From an optimization exercise on the open Yosys and OpenROAD flow, aimed at small area; shortcuts taken in it are not production practice. For this run, only the layout was checked, not whether the RTL still works. No activity file was given, so power comes from the tool's default toggle rates.

## design.v

```verilog
module coord_list(
    input clk,
    input rst,
    input NE1,
    input NWE,
    input [2:0] ADDR,
    input [7:0] DATA,
    output reg [9:0] xc,
    output reg xn,
    output reg [9:0] yc,
    output reg [1:0] col
);
    wire we = ~NE1 & ~NWE;
    wire [7:0] d = rst ? 8'd0 : DATA;
    wire [1:0] hi = (d[3] | d[2]) ? 2'd3 : d[1:0];
    always @(posedge clk) begin
        if (rst | (we & (ADDR == 3'd2))) xc[7:0] <= d;
        if (rst | (we & (ADDR == 3'd3))) begin
            xc[9:8] <= hi;
            xn <= d[4];
        end
        if (rst | (we & (ADDR == 3'd4))) yc[7:0] <= d;
        if (rst | (we & (ADDR == 3'd5))) yc[9:8] <= hi;
        if (rst | (we & (ADDR == 3'd1))) col <= d[1:0];
    end
endmodule
module driver(
    input clk,
    input rst,
    input NE1,
    input NWE,
    input [2:0] ADDR,
    input [7:0] DATA,
    output r,
    output g,
    output b,
    output h_sync,
    output v_sync
);
    wire [9:0] xc, yc;
    wire xn;
    wire [1:0] col;
    coord_list regs(
        .clk(clk), .rst(rst), .NE1(NE1), .NWE(NWE), .ADDR(ADDR), .DATA(DATA),
        .xc(xc), .xn(xn), .yc(yc), .col(col)
    );
    reg [9:0] hc, vc;
    reg p, m;
    reg [1:0] cc;
    wire [9:0] hc_n, vc_n;
    wire p_n, m_n;
    wire [1:0] cc_n;
    core c(
        .rst(rst), .hc(hc), .vc(vc), .xc(xc), .xn(xn), .yc(yc), .col(col),
        .p(p), .m(m), .cc(cc),
        .hc_n(hc_n), .vc_n(vc_n), .p_n(p_n), .m_n(m_n), .cc_n(cc_n),
        .h_sync(h_sync), .v_sync(v_sync), .r(r), .g(g), .b(b)
    );
    always @(posedge clk) begin
        hc <= hc_n;
        vc <= vc_n;
        p <= p_n;
        m <= m_n;
        cc <= cc_n;
    end
endmodule
module core(
    input rst,
    input [9:0] hc, input [9:0] vc,
    input [9:0] xc, input xn, input [9:0] yc, input [1:0] col,
    input p, input m, input [1:0] cc,
    output [9:0] hc_n, output [9:0] vc_n,
    output p_n, output m_n, output [1:0] cc_n,
    output h_sync, output v_sync,
    output r, output g, output b
);
  wire new_n79, new_n80, new_n81, new_n83, new_n84, new_n85, new_n87,
    new_n88, new_n89, new_n91, new_n92, new_n93, new_n95, new_n96, new_n97,
    new_n98, new_n99, new_n100, new_n102, new_n103, new_n104, new_n105,
    new_n107, new_n108, new_n109, new_n111, new_n112, new_n113, new_n115,
    new_n117, new_n118, new_n119, new_n120, new_n121, new_n122, new_n123,
    new_n125, new_n126, new_n127, new_n129, new_n130, new_n131, new_n133,
    new_n134, new_n135, new_n137, new_n138, new_n139, new_n141, new_n142,
    new_n143, new_n145, new_n146, new_n147, new_n149, new_n150, new_n151,
    new_n153, new_n154, new_n155, new_n156, new_n158, new_n160, new_n161,
    new_n162, new_n163, new_n164, new_n165, new_n166, new_n167, new_n168,
    new_n169, new_n170, new_n171, new_n172, new_n173, new_n174, new_n175,
    new_n176, new_n177, new_n178, new_n179, new_n180, new_n181, new_n182,
    new_n183, new_n184, new_n185, new_n186, new_n187, new_n188, new_n189,
    new_n190, new_n191, new_n192, new_n193, new_n194, new_n195, new_n196,
    new_n197, new_n198, new_n199, new_n200, new_n201, new_n202, new_n203,
    new_n204, new_n205, new_n206, new_n207, new_n208, new_n209, new_n210,
    new_n211, new_n212, new_n213, new_n214, new_n215, new_n216, new_n217,
    new_n218, new_n219, new_n220, new_n221, new_n222, new_n223, new_n224,
    new_n225, new_n226, new_n227, new_n228, new_n229, new_n230, new_n231,
    new_n232, new_n233, new_n234, new_n235, new_n236, new_n237, new_n238,
    new_n239, new_n240, new_n241, new_n242, new_n243, new_n244, new_n245,
    new_n246, new_n247, new_n248, new_n249, new_n250, new_n251, new_n252,
    new_n253, new_n254, new_n255, new_n256, new_n257, new_n258, new_n259,
    new_n260, new_n261, new_n262, new_n263, new_n264, new_n265, new_n266,
    new_n267, new_n268, new_n269, new_n270, new_n271, new_n272, new_n273,
    new_n274, new_n275, new_n276, new_n277, new_n278, new_n279, new_n280,
    new_n281, new_n282, new_n283, new_n284, new_n285, new_n286, new_n287,
    new_n288, new_n289, new_n290, new_n291, new_n292, new_n293, new_n294,
    new_n295, new_n296, new_n297, new_n298, new_n299, new_n300, new_n301,
    new_n302, new_n303, new_n304, new_n305, new_n306, new_n307, new_n308,
    new_n309, new_n310, new_n311, new_n312, new_n313, new_n314, new_n315,
    new_n316, new_n317, new_n318, new_n319, new_n320, new_n321, new_n322,
    new_n323, new_n324, new_n325, new_n326, new_n327, new_n328, new_n329,
    new_n330, new_n331, new_n332, new_n333, new_n334, new_n335, new_n336,
    new_n337, new_n338, new_n339, new_n340, new_n341, new_n342, new_n343,
    new_n344, new_n345, new_n346, new_n347, new_n348, new_n349, new_n350,
    new_n351, new_n352, new_n353, new_n354, new_n355, new_n356, new_n357,
    new_n358, new_n359, new_n360, new_n361, new_n362, new_n363, new_n364,
    new_n365, new_n366, new_n367, new_n368, new_n369, new_n370, new_n371,
    new_n372, new_n373, new_n374, new_n375, new_n376, new_n377, new_n378,
    new_n379, new_n380, new_n381, new_n382, new_n383, new_n384, new_n385,
    new_n386, new_n387, new_n388, new_n389, new_n390, new_n391, new_n392,
    new_n393, new_n394, new_n395, new_n396, new_n397, new_n398, new_n399,
    new_n400, new_n401, new_n402, new_n403, new_n404, new_n405, new_n406,
    new_n407, new_n408, new_n409, new_n410, new_n411, new_n412, new_n413,
    new_n414, new_n415, new_n416, new_n417, new_n418, new_n419, new_n420,
    new_n421, new_n422, new_n423, new_n424, new_n425, new_n426, new_n427,
    new_n428, new_n429, new_n430, new_n431, new_n432, new_n433, new_n434,
    new_n435, new_n436, new_n437, new_n438, new_n439, new_n440, new_n441,
    new_n442, new_n443, new_n444, new_n445, new_n446, new_n447, new_n448,
    new_n449, new_n450, new_n451, new_n452, new_n453, new_n454, new_n455,
    new_n456, new_n457, new_n458, new_n459, new_n460, new_n461, new_n462,
    new_n463, new_n464, new_n465, new_n466, new_n467, new_n468, new_n470,
    new_n471, new_n472, new_n473, new_n474, new_n475, new_n476, new_n478,
    new_n481, new_n482, new_n483, new_n484, new_n485, new_n486, new_n487,
    new_n488, new_n490, new_n491, new_n492, new_n493, new_n494, new_n495,
    new_n496, new_n497, new_n498, new_n499, new_n500, new_n501, new_n504;
  assign hc_n[0] = rst | ~hc[0];
  assign new_n79 = hc[0] & hc[1];
  assign new_n80 = ~hc[0] & ~hc[1];
  assign new_n81 = ~rst & ~new_n80;
  assign hc_n[1] = ~new_n79 & new_n81;
  assign new_n83 = hc[2] & new_n79;
  assign new_n84 = ~hc[2] & ~new_n79;
  assign new_n85 = ~rst & ~new_n84;
  assign hc_n[2] = ~new_n83 & new_n85;
  assign new_n87 = hc[3] & new_n83;
  assign new_n88 = ~hc[3] & ~new_n83;
  assign new_n89 = ~rst & ~new_n88;
  assign hc_n[3] = ~new_n87 & new_n89;
  assign new_n91 = hc[4] & new_n87;
  assign new_n92 = ~hc[4] & ~new_n87;
  assign new_n93 = ~rst & ~new_n92;
  assign hc_n[4] = ~new_n91 & new_n93;
  assign new_n95 = hc[8] & hc[9];
  assign new_n96 = new_n91 & new_n95;
  assign new_n97 = ~rst & ~new_n96;
  assign new_n98 = hc[5] & new_n91;
  assign new_n99 = ~hc[5] & ~new_n91;
  assign new_n100 = ~new_n98 & ~new_n99;
  assign hc_n[5] = new_n97 & new_n100;
  assign new_n102 = ~hc[6] & ~new_n98;
  assign new_n103 = hc[5] & hc[6];
  assign new_n104 = new_n91 & new_n103;
  assign new_n105 = new_n97 & ~new_n104;
  assign hc_n[6] = ~new_n102 & new_n105;
  assign new_n107 = hc[7] & new_n104;
  assign new_n108 = ~hc[7] & ~new_n104;
  assign new_n109 = new_n97 & ~new_n108;
  assign hc_n[7] = ~new_n107 & new_n109;
  assign new_n111 = hc[8] & new_n107;
  assign new_n112 = ~hc[8] & ~new_n107;
  assign new_n113 = new_n97 & ~new_n112;
  assign hc_n[8] = ~new_n111 & new_n113;
  assign new_n115 = ~hc[9] & ~new_n111;
  assign hc_n[9] = new_n97 & ~new_n115;
  assign new_n117 = vc[2] & vc[3];
  assign new_n118 = vc[9] & new_n117;
  assign new_n119 = new_n96 & new_n118;
  assign new_n120 = ~rst & ~new_n119;
  assign new_n121 = vc[0] & new_n96;
  assign new_n122 = ~vc[0] & ~new_n96;
  assign new_n123 = ~new_n121 & ~new_n122;
  assign vc_n[0] = new_n120 & new_n123;
  assign new_n125 = vc[1] & new_n121;
  assign new_n126 = ~vc[1] & ~new_n121;
  assign new_n127 = new_n120 & ~new_n126;
  assign vc_n[1] = ~new_n125 & new_n127;
  assign new_n129 = vc[2] & new_n125;
  assign new_n130 = ~vc[2] & ~new_n125;
  assign new_n131 = new_n120 & ~new_n130;
  assign vc_n[2] = ~new_n129 & new_n131;
  assign new_n133 = ~vc[3] & ~new_n129;
  assign new_n134 = new_n117 & new_n125;
  assign new_n135 = new_n120 & ~new_n134;
  assign vc_n[3] = ~new_n133 & new_n135;
  assign new_n137 = vc[4] & new_n134;
  assign new_n138 = ~vc[4] & ~new_n134;
  assign new_n139 = new_n120 & ~new_n138;
  assign vc_n[4] = ~new_n137 & new_n139;
  assign new_n141 = vc[5] & new_n137;
  assign new_n142 = ~vc[5] & ~new_n137;
  assign new_n143 = new_n120 & ~new_n142;
  assign vc_n[5] = ~new_n141 & new_n143;
  assign new_n145 = vc[6] & new_n141;
  assign new_n146 = ~vc[6] & ~new_n141;
  assign new_n147 = new_n120 & ~new_n146;
  assign vc_n[6] = ~new_n145 & new_n147;
  assign new_n149 = vc[7] & new_n145;
  assign new_n150 = ~vc[7] & ~new_n145;
  assign new_n151 = new_n120 & ~new_n150;
  assign vc_n[7] = ~new_n149 & new_n151;
  assign new_n153 = ~vc[8] & ~new_n149;
  assign new_n154 = vc[7] & vc[8];
  assign new_n155 = new_n145 & new_n154;
  assign new_n156 = new_n120 & ~new_n155;
  assign vc_n[8] = ~new_n153 & new_n156;
  assign new_n158 = ~vc[9] & ~new_n155;
  assign vc_n[9] = new_n120 & ~new_n158;
  assign new_n160 = ~vc[0] & yc[0];
  assign new_n161 = ~vc[1] & yc[1];
  assign new_n162 = vc[1] & ~yc[1];
  assign new_n163 = ~new_n161 & ~new_n162;
  assign new_n164 = ~hc[3] & xc[3];
  assign new_n165 = hc[3] & ~xc[3];
  assign new_n166 = ~new_n164 & ~new_n165;
  assign new_n167 = hc[2] & ~xc[2];
  assign new_n168 = ~hc[2] & xc[2];
  assign new_n169 = hc[1] & ~xc[1];
  assign new_n170 = ~hc[0] & xc[0];
  assign new_n171 = ~hc[1] & xc[1];
  assign new_n172 = ~new_n170 & ~new_n171;
  assign new_n173 = ~new_n169 & ~new_n172;
  assign new_n174 = ~new_n168 & ~new_n173;
  assign new_n175 = ~new_n167 & ~new_n174;
  assign new_n176 = new_n166 & new_n175;
  assign new_n177 = ~new_n164 & ~new_n176;
  assign new_n178 = xc[4] & ~new_n177;
  assign new_n179 = hc[4] & ~new_n95;
  assign new_n180 = ~xc[4] & new_n177;
  assign new_n181 = ~new_n178 & ~new_n180;
  assign new_n182 = ~new_n179 & new_n181;
  assign new_n183 = ~new_n178 & ~new_n182;
  assign new_n184 = ~xc[5] & new_n183;
  assign new_n185 = ~hc[5] & ~new_n95;
  assign new_n186 = xc[5] & ~new_n183;
  assign new_n187 = ~new_n184 & ~new_n186;
  assign new_n188 = ~new_n185 & new_n187;
  assign new_n189 = ~new_n184 & ~new_n188;
  assign new_n190 = hc[8] & ~hc[9];
  assign new_n191 = ~hc[8] & hc[9];
  assign new_n192 = ~new_n190 & ~new_n191;
  assign new_n193 = ~xc[9] & ~new_n192;
  assign new_n194 = ~xc[8] & new_n193;
  assign new_n195 = xc[8] & ~new_n190;
  assign new_n196 = xc[9] & ~new_n191;
  assign new_n197 = ~new_n195 & ~new_n196;
  assign new_n198 = ~new_n194 & new_n197;
  assign new_n199 = ~hc[7] & xc[7];
  assign new_n200 = hc[7] & ~xc[7];
  assign new_n201 = ~new_n199 & ~new_n200;
  assign new_n202 = new_n198 & new_n201;
  assign new_n203 = hc[6] & ~xc[6];
  assign new_n204 = ~hc[6] & xc[6];
  assign new_n205 = ~new_n203 & ~new_n204;
  assign new_n206 = new_n202 & new_n205;
  assign new_n207 = new_n189 & ~new_n206;
  assign new_n208 = new_n202 & new_n204;
  assign new_n209 = new_n198 & new_n199;
  assign new_n210 = xc[8] & ~new_n191;
  assign new_n211 = xc[9] & new_n210;
  assign new_n212 = ~xc[8] & ~new_n190;
  assign new_n213 = new_n200 & ~new_n212;
  assign new_n214 = ~new_n193 & new_n213;
  assign new_n215 = ~new_n211 & new_n214;
  assign new_n216 = ~new_n209 & ~new_n215;
  assign new_n217 = new_n203 & ~new_n216;
  assign new_n218 = ~new_n208 & ~new_n217;
  assign new_n219 = ~new_n189 & new_n218;
  assign new_n220 = ~new_n207 & ~new_n219;
  assign new_n221 = hc[0] & ~xc[0];
  assign new_n222 = ~new_n170 & ~new_n221;
  assign new_n223 = ~new_n169 & ~new_n171;
  assign new_n224 = new_n222 & new_n223;
  assign new_n225 = ~new_n167 & ~new_n168;
  assign new_n226 = ~new_n173 & ~new_n224;
  assign new_n227 = new_n220 & ~new_n226;
  assign new_n228 = ~new_n173 & ~new_n220;
  assign new_n229 = ~new_n227 & ~new_n228;
  assign new_n230 = new_n225 & ~new_n229;
  assign new_n231 = ~new_n225 & new_n229;
  assign new_n232 = ~new_n230 & ~new_n231;
  assign new_n233 = new_n224 & ~new_n232;
  assign new_n234 = new_n220 & ~new_n233;
  assign new_n235 = ~new_n166 & ~new_n175;
  assign new_n236 = ~new_n176 & ~new_n235;
  assign new_n237 = ~new_n234 & new_n236;
  assign new_n238 = new_n234 & ~new_n236;
  assign new_n239 = ~new_n237 & ~new_n238;
  assign new_n240 = new_n179 & ~new_n181;
  assign new_n241 = ~new_n182 & ~new_n240;
  assign new_n242 = new_n166 & new_n233;
  assign new_n243 = new_n220 & ~new_n242;
  assign new_n244 = new_n241 & ~new_n243;
  assign new_n245 = ~new_n241 & new_n243;
  assign new_n246 = ~new_n244 & ~new_n245;
  assign new_n247 = new_n224 & new_n246;
  assign new_n248 = new_n239 & ~new_n247;
  assign new_n249 = ~new_n239 & new_n246;
  assign new_n250 = new_n220 & new_n223;
  assign new_n251 = ~new_n220 & ~new_n223;
  assign new_n252 = ~new_n250 & ~new_n251;
  assign new_n253 = new_n221 & ~new_n252;
  assign new_n254 = new_n170 & new_n252;
  assign new_n255 = ~new_n253 & ~new_n254;
  assign new_n256 = ~new_n232 & new_n255;
  assign new_n257 = new_n249 & ~new_n256;
  assign new_n258 = ~new_n248 & ~new_n257;
  assign new_n259 = new_n163 & ~new_n258;
  assign new_n260 = ~new_n163 & new_n258;
  assign new_n261 = ~new_n259 & ~new_n260;
  assign new_n262 = ~vc[5] & ~vc[9];
  assign new_n263 = ~yc[5] & ~new_n262;
  assign new_n264 = yc[5] & new_n262;
  assign new_n265 = ~vc[4] & yc[4];
  assign new_n266 = vc[4] & ~yc[4];
  assign new_n267 = vc[3] & ~vc[9];
  assign new_n268 = yc[3] & ~new_n267;
  assign new_n269 = ~yc[3] & new_n267;
  assign new_n270 = new_n160 & new_n163;
  assign new_n271 = ~new_n161 & ~new_n270;
  assign new_n272 = ~yc[2] & new_n271;
  assign new_n273 = vc[2] & ~vc[9];
  assign new_n274 = yc[2] & ~new_n271;
  assign new_n275 = ~new_n272 & ~new_n274;
  assign new_n276 = new_n273 & new_n275;
  assign new_n277 = ~new_n272 & ~new_n276;
  assign new_n278 = ~new_n269 & new_n277;
  assign new_n279 = ~new_n268 & ~new_n278;
  assign new_n280 = ~new_n266 & ~new_n279;
  assign new_n281 = ~new_n265 & ~new_n280;
  assign new_n282 = ~new_n264 & new_n281;
  assign new_n283 = ~new_n263 & ~new_n282;
  assign new_n284 = ~vc[6] & yc[6];
  assign new_n285 = vc[6] & ~yc[6];
  assign new_n286 = ~new_n284 & ~new_n285;
  assign new_n287 = new_n283 & new_n286;
  assign new_n288 = ~new_n283 & ~new_n286;
  assign new_n289 = ~new_n287 & ~new_n288;
  assign new_n290 = ~new_n224 & new_n232;
  assign new_n291 = new_n266 & new_n279;
  assign new_n292 = new_n265 & ~new_n279;
  assign new_n293 = ~new_n281 & ~new_n292;
  assign new_n294 = ~new_n291 & ~new_n293;
  assign new_n295 = ~new_n289 & ~new_n294;
  assign new_n296 = new_n289 & new_n294;
  assign new_n297 = ~new_n295 & ~new_n296;
  assign new_n298 = new_n233 & new_n297;
  assign new_n299 = ~new_n290 & ~new_n298;
  assign new_n300 = ~new_n289 & new_n299;
  assign new_n301 = new_n289 & ~new_n299;
  assign new_n302 = ~new_n300 & ~new_n301;
  assign new_n303 = new_n261 & new_n302;
  assign new_n304 = ~new_n261 & ~new_n302;
  assign new_n305 = ~new_n303 & ~new_n304;
  assign new_n306 = new_n160 & new_n305;
  assign new_n307 = ~new_n232 & ~new_n249;
  assign new_n308 = ~new_n247 & new_n255;
  assign new_n309 = ~new_n307 & ~new_n308;
  assign new_n310 = new_n248 & new_n256;
  assign new_n311 = ~new_n309 & ~new_n310;
  assign new_n312 = vc[0] & ~yc[0];
  assign new_n313 = ~new_n305 & new_n312;
  assign new_n314 = ~new_n311 & ~new_n313;
  assign new_n315 = ~new_n306 & new_n314;
  assign new_n316 = ~new_n160 & ~new_n312;
  assign new_n317 = new_n261 & new_n316;
  assign new_n318 = new_n311 & ~new_n317;
  assign new_n319 = new_n163 & new_n316;
  assign new_n320 = ~new_n273 & ~new_n275;
  assign new_n321 = ~new_n276 & ~new_n320;
  assign new_n322 = new_n289 & new_n321;
  assign new_n323 = ~new_n319 & new_n322;
  assign new_n324 = new_n319 & ~new_n321;
  assign new_n325 = ~new_n289 & ~new_n321;
  assign new_n326 = ~new_n324 & ~new_n325;
  assign new_n327 = ~new_n323 & new_n326;
  assign new_n328 = ~new_n233 & new_n246;
  assign new_n329 = ~new_n327 & ~new_n328;
  assign new_n330 = new_n239 & new_n246;
  assign new_n331 = new_n299 & new_n330;
  assign new_n332 = new_n327 & new_n328;
  assign new_n333 = ~new_n331 & ~new_n332;
  assign new_n334 = ~new_n329 & new_n333;
  assign new_n335 = ~new_n268 & ~new_n269;
  assign new_n336 = new_n277 & new_n335;
  assign new_n337 = ~new_n277 & ~new_n335;
  assign new_n338 = ~new_n336 & ~new_n337;
  assign new_n339 = ~new_n322 & ~new_n338;
  assign new_n340 = ~new_n319 & new_n338;
  assign new_n341 = new_n289 & new_n338;
  assign new_n342 = ~new_n340 & ~new_n341;
  assign new_n343 = new_n326 & ~new_n342;
  assign new_n344 = ~new_n339 & ~new_n343;
  assign new_n345 = ~new_n297 & ~new_n330;
  assign new_n346 = ~new_n344 & ~new_n345;
  assign new_n347 = new_n185 & ~new_n187;
  assign new_n348 = ~new_n188 & ~new_n347;
  assign new_n349 = new_n241 & new_n242;
  assign new_n350 = new_n220 & ~new_n349;
  assign new_n351 = new_n348 & new_n350;
  assign new_n352 = ~new_n348 & ~new_n350;
  assign new_n353 = ~new_n351 & ~new_n352;
  assign new_n354 = new_n294 & new_n338;
  assign new_n355 = ~new_n294 & ~new_n338;
  assign new_n356 = ~new_n354 & ~new_n355;
  assign new_n357 = ~new_n246 & new_n294;
  assign new_n358 = new_n356 & ~new_n357;
  assign new_n359 = ~new_n353 & ~new_n358;
  assign new_n360 = ~new_n291 & ~new_n292;
  assign new_n361 = ~new_n263 & ~new_n264;
  assign new_n362 = new_n360 & ~new_n361;
  assign new_n363 = ~new_n360 & new_n361;
  assign new_n364 = ~new_n362 & ~new_n363;
  assign new_n365 = ~new_n330 & new_n344;
  assign new_n366 = ~new_n364 & ~new_n365;
  assign new_n367 = new_n359 & new_n366;
  assign new_n368 = ~new_n346 & new_n367;
  assign new_n369 = ~new_n334 & new_n368;
  assign new_n370 = ~new_n318 & new_n369;
  assign new_n371 = ~new_n315 & new_n370;
  assign new_n372 = ~new_n299 & new_n327;
  assign new_n373 = new_n330 & new_n372;
  assign new_n374 = new_n359 & new_n373;
  assign new_n375 = ~new_n324 & ~new_n364;
  assign new_n376 = ~new_n239 & ~new_n375;
  assign new_n377 = new_n299 & ~new_n376;
  assign new_n378 = ~new_n299 & new_n376;
  assign new_n379 = ~new_n377 & ~new_n378;
  assign new_n380 = new_n297 & ~new_n356;
  assign new_n381 = ~new_n239 & ~new_n380;
  assign new_n382 = ~new_n233 & ~new_n381;
  assign new_n383 = ~new_n246 & new_n353;
  assign new_n384 = ~new_n382 & new_n383;
  assign new_n385 = ~new_n379 & new_n384;
  assign new_n386 = ~new_n374 & ~new_n385;
  assign new_n387 = new_n289 & new_n316;
  assign new_n388 = ~new_n160 & ~new_n163;
  assign new_n389 = ~new_n270 & ~new_n388;
  assign new_n390 = ~new_n387 & ~new_n389;
  assign new_n391 = ~new_n321 & ~new_n390;
  assign new_n392 = ~new_n341 & new_n391;
  assign new_n393 = new_n321 & new_n390;
  assign new_n394 = new_n364 & ~new_n393;
  assign new_n395 = ~new_n392 & new_n394;
  assign new_n396 = new_n339 & new_n390;
  assign new_n397 = new_n340 & ~new_n390;
  assign new_n398 = new_n324 & ~new_n338;
  assign new_n399 = ~new_n397 & ~new_n398;
  assign new_n400 = ~new_n364 & ~new_n399;
  assign new_n401 = ~new_n396 & ~new_n400;
  assign new_n402 = ~new_n395 & new_n401;
  assign new_n403 = ~new_n356 & new_n364;
  assign new_n404 = ~new_n391 & ~new_n403;
  assign new_n405 = ~new_n393 & new_n404;
  assign new_n406 = new_n223 & new_n405;
  assign new_n407 = ~new_n223 & ~new_n405;
  assign new_n408 = new_n222 & ~new_n407;
  assign new_n409 = ~new_n406 & new_n408;
  assign new_n410 = ~new_n402 & ~new_n409;
  assign new_n411 = new_n297 & ~new_n327;
  assign new_n412 = ~new_n344 & ~new_n411;
  assign new_n413 = ~new_n222 & new_n255;
  assign new_n414 = ~new_n412 & new_n413;
  assign new_n415 = ~new_n255 & new_n412;
  assign new_n416 = new_n402 & ~new_n415;
  assign new_n417 = ~new_n414 & new_n416;
  assign new_n418 = ~new_n297 & ~new_n364;
  assign new_n419 = new_n297 & new_n364;
  assign new_n420 = ~new_n418 & ~new_n419;
  assign new_n421 = ~new_n417 & new_n420;
  assign new_n422 = ~new_n410 & new_n421;
  assign new_n423 = ~new_n386 & new_n422;
  assign new_n424 = ~new_n371 & ~new_n423;
  assign new_n425 = ~new_n348 & new_n349;
  assign new_n426 = new_n220 & ~new_n425;
  assign new_n427 = xn & ~new_n425;
  assign new_n428 = ~xc[9] & new_n199;
  assign new_n429 = ~new_n198 & ~new_n428;
  assign new_n430 = ~xc[6] & new_n202;
  assign new_n431 = ~new_n210 & ~new_n212;
  assign new_n432 = xc[7] & ~new_n431;
  assign new_n433 = new_n204 & ~new_n432;
  assign new_n434 = ~new_n202 & new_n433;
  assign new_n435 = ~new_n430 & ~new_n434;
  assign new_n436 = new_n189 & ~new_n435;
  assign new_n437 = ~new_n206 & ~new_n436;
  assign new_n438 = ~new_n429 & ~new_n437;
  assign new_n439 = ~new_n427 & new_n438;
  assign new_n440 = ~new_n426 & ~new_n439;
  assign new_n441 = vc[8] & ~yc[8];
  assign new_n442 = ~vc[8] & yc[8];
  assign new_n443 = ~yc[9] & ~new_n442;
  assign new_n444 = ~new_n441 & new_n443;
  assign new_n445 = new_n283 & new_n284;
  assign new_n446 = vc[7] & ~new_n445;
  assign new_n447 = yc[7] & ~new_n446;
  assign new_n448 = new_n444 & ~new_n447;
  assign new_n449 = ~vc[7] & new_n445;
  assign new_n450 = ~yc[9] & new_n441;
  assign new_n451 = new_n449 & new_n450;
  assign new_n452 = ~new_n283 & new_n285;
  assign new_n453 = ~new_n451 & ~new_n452;
  assign new_n454 = ~new_n448 & new_n453;
  assign new_n455 = ~new_n446 & ~new_n449;
  assign new_n456 = yc[9] & ~new_n441;
  assign new_n457 = ~new_n443 & ~new_n456;
  assign new_n458 = ~yc[7] & ~new_n457;
  assign new_n459 = ~new_n455 & new_n458;
  assign new_n460 = vc[7] & ~yc[7];
  assign new_n461 = ~vc[7] & yc[7];
  assign new_n462 = new_n444 & new_n461;
  assign new_n463 = ~new_n460 & ~new_n462;
  assign new_n464 = new_n452 & new_n463;
  assign new_n465 = ~rst & ~new_n464;
  assign new_n466 = ~new_n459 & new_n465;
  assign new_n467 = ~new_n454 & new_n466;
  assign new_n468 = ~new_n440 & new_n467;
  assign p_n = ~new_n424 & new_n468;
  assign new_n470 = vc[5] & vc[6];
  assign new_n471 = new_n154 & new_n470;
  assign new_n472 = ~hc[7] & ~hc[8];
  assign new_n473 = hc[9] & ~new_n472;
  assign new_n474 = ~rst & ~vc[9];
  assign new_n475 = p & new_n474;
  assign new_n476 = ~new_n473 & new_n475;
  assign m_n = ~new_n471 & new_n476;
  assign new_n478 = ~rst & m;
  assign cc_n[0] = col[0] & new_n478;
  assign cc_n[1] = col[1] & new_n478;
  assign new_n481 = ~hc[1] & ~hc[2];
  assign new_n482 = ~hc[3] & new_n481;
  assign new_n483 = hc[4] & ~new_n482;
  assign new_n484 = ~hc[5] & ~hc[6];
  assign new_n485 = ~new_n483 & new_n484;
  assign new_n486 = new_n103 & new_n483;
  assign new_n487 = hc[7] & new_n191;
  assign new_n488 = ~new_n486 & new_n487;
  assign h_sync = new_n485 | ~new_n488;
  assign new_n490 = ~hc[4] & ~hc[9];
  assign new_n491 = ~vc[0] & new_n490;
  assign new_n492 = new_n472 & new_n484;
  assign new_n493 = new_n491 & new_n492;
  assign new_n494 = new_n482 & new_n493;
  assign new_n495 = ~vc[1] & vc[2];
  assign new_n496 = new_n494 & ~new_n495;
  assign new_n497 = vc[1] & ~vc[2];
  assign new_n498 = ~new_n494 & ~new_n497;
  assign new_n499 = ~vc[4] & new_n267;
  assign new_n500 = new_n471 & new_n499;
  assign new_n501 = ~new_n498 & new_n500;
  assign v_sync = new_n496 | ~new_n501;
  assign r = cc[0] & cc[1];
  assign new_n504 = ~cc[0] & ~cc[1];
  assign g = ~r & ~new_n504;
  assign b = cc[0] & ~cc[1];
endmodule
```

## flow/run.sh

```bash
#!/bin/bash
# Own layout flow: the standard ORFS flow (standard.sh), with these
# changes only:
#  - synthesis is the standard script, but ABC maps with flow/abc.script
#    (area-oriented) and the full-adder extraction step is skipped; the
#    flip-flops are mapped before ABC exactly as in the standard synthesis;
#  - port buffers use the smallest buffer (buf_1);
#  - clock tree synthesis inserts no dummy loads.
set -euo pipefail
W=$PWD
sed "s#log_cmd abc {\*}\$abc_args#log_cmd abc -script $W/flow/abc.script {*}[lrange \$abc_args 2 end]#" \
    "$FLOW_HOME/scripts/synth.tcl" > "$W/synth_mod.tcl"
grep -q "flow/abc.script" "$W/synth_mod.tcl"
sed "s#\$::env(SCRIPTS_DIR)/synth.tcl#$W/synth_mod.tcl#" "$W/synth_recipe.tcl" > "$W/my_synth.tcl"
grep -q "synth_mod.tcl" "$W/my_synth.tcl"
sed "s#SYNTH_SCRIPT=[^ ]*#SYNTH_SCRIPT=$W/my_synth.tcl#" "$W/standard.sh" > "$W/my_standard.sh"
grep -q "my_synth.tcl" "$W/my_standard.sh"
CTS="-sink_clustering_enable -repair_clock_nets -dont_use_dummy_load"
[ -f "$W/flow/cts_args" ] && CTS="$(cat "$W/flow/cts_args")"
bash "$W/my_standard.sh" ADDER_MAP_FILE= \
    "BUFFER_PORTS_ARGS=-buffer_cell sky130_fd_sc_hd__buf_1" \
    "CTS_ARGS=$CTS" \
    finish > "$W/flow_make.log" 2>&1
```

## flow/abc.script

```
strash
dch
amap
topo
```

## standard.sh

```bash
#!/bin/bash
# synth_recipe.tcl (not shown) runs the flow's synth.tcl, then flattens the netlist and writes it again
# the make line also repeats each setting of config.mk as NAME=value (left out here)
make -C /OpenROAD-flow-scripts/flow DESIGN_CONFIG=/design/flow/config.mk WORK_HOME=/design/flow/orfs CLKGATE_MAP_FILE= SYNTH_SCRIPT=/design/flow/synth_recipe.tcl "${@:-finish}"
```

## config.mk

```make
export PLATFORM = sky130hd
export DESIGN_NAME = driver
export DESIGN_NICKNAME = driver
export VERILOG_FILES = /design/flow/design.v
export SDC_FILE = /design/flow/constraint.sdc
export NUM_CORES = 4
export LEC_CHECK = 0
export CAP_MARGIN = 20
export CORE_MARGIN = 2
export CORE_UTILIZATION = 55
export GPL_TIMING_DRIVEN = 0
export PLACE_DENSITY = 0.7
export SLEW_MARGIN = 20
```

## constraint.sdc

```tcl
create_clock -name core_clock -period 5.0 [get_ports {clk}]
set_input_delay 1.0000 -clock core_clock [delete_from_list [all_inputs] [get_ports {clk}]]
set_output_delay 1.0000 -clock core_clock [all_outputs]
set_load 0.01 [all_outputs]
```

==> results.toml <==
[synth]
synth_compound_area_share_pct = 24.9
synth_area_leader_cell = "edfxtp_1"
synth-seq-cells = 47
synth_top_area_share_pct = 24.5
synth_top_family_by_area = "simple AND/OR/NAND/NOR gates"
yosys-top-cells-area = "edfxtp_1 (24%), dfxtp_1 (17%), nor2_1 (11%), clkinv_1 (7.6%), o21ai_0 (6.2%)"
synth-xor-area-share_pct = 0
syn-num-nets = 400
synth_fa_ha_area_share_pct = 0
syn-cell-area_mm2 = 0.00282
synth.distinct_cells = 36
synth-seq-area-share_pct = 41.5
avgSynthCellArea_um2 = 7.33
ys_warn_count = 2
synthSimpleGateAreaFrac_pct = 26.1
netlist_instances = 385
synthMuxAreaShare_pct = 0

[setup_path]
path_buf_inv = 4
path_depth = 30
reg2reg_from = "regs.xc[1]"
crit_path_start_kind = "flop"
cp-end-kind = "flop"
slowest_delay_ns = 0.44
crit_fanout = 4
critical-path-slowest-cell = "edfxtp_1"
crit_type = "reg -> reg"
cp_data_required_time_ns = 5.25
r2r_cells = 30
crit_path_start = "regs.xc[1]"
cp.arrival_ns = 5.01
path_delay_family = "compound AO/OA/AOI/OAI gates"

[timing]
min_period_ns = 4.76
report.final.slew_viol_count = 0
setup_ws_ns = 0.237
max_slew_margin_pct = 49.8
worst_slew_pin_slew_ns = 0.749
hold_viol_final = 0
finalCritPeriodShare_pct = 95.3
timing.fmax_ghz = 0.210
timing.setup.tns_ns = 0
holdWs_ns = 0.413
setup_viol = 0
skew_ns = 0.0203

[cells_and_area]
layout_commonest_cell = "nor2_1"
final_cell_mix = "nor2_1 (76), clkinv_1 (52), nand2_1 (35)"
area_growth_pct = 17.4
final_area_mm2 = 0.00331
fillers = 470
diodes = 0
drive_gt1_share_pct = 11.5
nNetsFinal = 442

[placement]
dpl_cell_area_mm2 = 0.00300
place_ws_ns = -0.740
dp_hpwl_um = 5080
routabilityCongestion = 0.845
io_buffers = 19

[global_route]
grt_pass1_vias = 2399
grt_pass1_wl_um = 10100
grt_start_max_net_pins = 16
grt_use_total_pct = 24.1
grt_overflow_total = 0
antenna_found_initial = 0

[route]
wl_per_cell_um = 13.8
finalWirelength_um = 6820
drt_iter0_markers = 121
route.detailed.drc = 0
ant_nets = 0
vias_per_cell = 5.71
vias = 2824
drtPass1Iterations = 4

[worst_hold_path]
min-delay-start = "hc[0]"
hold_class = "reg -> reg"
holdPathStages = 1

[pwr]
cellLeakagePower_nw = 1.10
intPower_w = 0.000633
p_total_w = 0.000938
power.density_mw_per_mm2 = 283
switchingPower_w = 0.000305
max-vdd-ir-drop_mv = 0.218
combinationalPowerShare_pct = 31.7
p_clk_share_pct = 21.6
power_frac_seq_pct = 46.8
switching_share_pct = 32.6

[clock_tree]
cts_tree = "done"
clkTransAtPathRegs_ns = 0.09
cts_made_buffers = 5
cts-root-buf = "clkbuf_8"
cts_buffer_depth = 2
clk_latency_ns = 0.30
cts.htree.levels = 2
cts_sinks = 47

[die]
num_io_pins = 20
die_h_um = 75.7
core_mm2 = 0.00504
rows = 26
fp.dieW_um = 75.7
die-area_mm2 = 0.00572
start_util_pct = 56.0

[run_status]
status = "no timing/DRC/antenna violations"

[run]
cap_violations = 0
per-stage QoR:
step	std cells	util [%]
2_1_floorplan	385	-
3_3_place_gp	474	59.2
3_5_place_dp	475	59.4
4_1_cts	483	62.7
5_1_grt	495	65.7
6_report	495	65.7
what timing repair did:
action                     in CTS  in global routing
pin swaps                       2                  4
setup endpoints to repair       1                  1
hold buffers                    0                  0
setup buffers                   3                 12
resized for setup              20                 24
flip-flops by register name (all words and copies together) (netlist names):
| name | cells |
|---|---|
| vc | 10 |
| p | 1 |
| regs.yc | 10 |
| hc | 10 |
| m | 1 |
| regs.xn | 1 |
| regs.xc | 10 |
| regs.col | 2 |
| cc | 2 |
worst register-to-register path: cells and delay by family, from the launching register on:
kind | cells | cell delay (ns)
AOI/OAI and AO/OA | 15 | 2.31
buffers and inverters | 4 | 0.50
DFF | 1 | 0.44
and+or+nand+nor | 11 | 1.45
power groups by stage:
| stage | Sequential, W | Combinational [W] | Clock (W) |
|---|---|---|---|
| floorplan | 0.000442 | 0.000175 | 0 |
| global placement | 0.000446 | 0.000215 | 0 |
| detailed placement | 0.000446 | 0.000222 | 0 |
| CTS | 0.000438 | 0.000249 | 0.000208 |
| global route | 0.000442 | 0.000327 | 0.000222 |
| finish | 0.000439 | 0.000297 | 0.000202 |
layer usage:
metal	vias to the layer above	part of all wire (%)	global-route usage, %
li1	1451	-	-
met4	0	1.8	7.60
met1	1301	45	30.5
met2	59	49	41.6
met5	-	0	0
met3	13	4.0	4.89
cell type report:
cell class | instances | area, µm² | share of cell area, %
Multi-Input combinational cell | 281 | 1570 | 47.5
Clock buffer | 5 | 68.8 | 2.08
Sequential cell | 47 | 1170 | 35.4
Tap cell | 70 | 87.6 | 2.64
Inverter | 57 | 221 | 6.68
Timing Repair Buffer | 35 | 191 | 5.78
synth_stat cells:
cell type and number:
a211oi_1 10, a21oi_1 22, a221oi_1 1, a222oi_1 1
a22oi_1 5, a31oi_1 2, a32oi_1 1, and2_0 1
and3_1 3, clkinv_1 57, dfxtp_1 24, edfxtp_1 23
nand2_1 36, nand3_1 9, nand4_1 2, nand4bb_1 1
nor2_1 80, nor2b_1 9, nor3_1 17, nor3b_1 1
nor4_1 4, o2111ai_1 2, o211ai_1 2, o21a_1 7
o21ai_0 35, o21bai_1 1, o221ai_1 2, o22ai_1 13
o2bb2ai_1 1, o31ai_1 5, o32a_1 1, o32ai_1 1
o41ai_1 1, or2_0 3, or3_1 1, or4_1 1
worst paths after layout:
check | end | slack (ns)
setup / recovery | p | 0.24
hold / removal | hc[0] | 0.41
setup reg to reg | p | 0.24
hold reg to reg | hc[0] | 0.41
logic make-up after synthesis:
| logic type | after synthesis |
|---|---|
| AOI/OAI and AO/OA | 113 |
| buffers and inverters | 57 |
| DFF | 47 |
| and+or+nand+nor | 168 |

[separate check: timing with driven ports]
No port has a modelled driver above. Below, the same layout with a new extraction and two added sets of constraints.
Step 1: set_driving_cell puts a clkbuf_16 on clk and a buf_2 on each other input, an assumption about the parent block.
Step 2 adds t to the input delays and takes it off the output delays; t is the mean of the earliest and latest rising clock arrival at the registers after step 1. Input paths then give back, and output paths get back, about the clock's delay inside the block.
Three values: no drivers, after step 1, after step 2; two values: the first two.
shift t [ns]: 0.324
setup slack, ns: 0.237 / 0.237 / 0.237
worst hold slack (ns): 0.413 / 0.413 / 0.413
pins driven straight from the clock port: 1
After both steps this run still meets setup and hold. For this run, drivers alone change the setup slack by 0.000 ns; drivers and shift together by 0.000 ns.
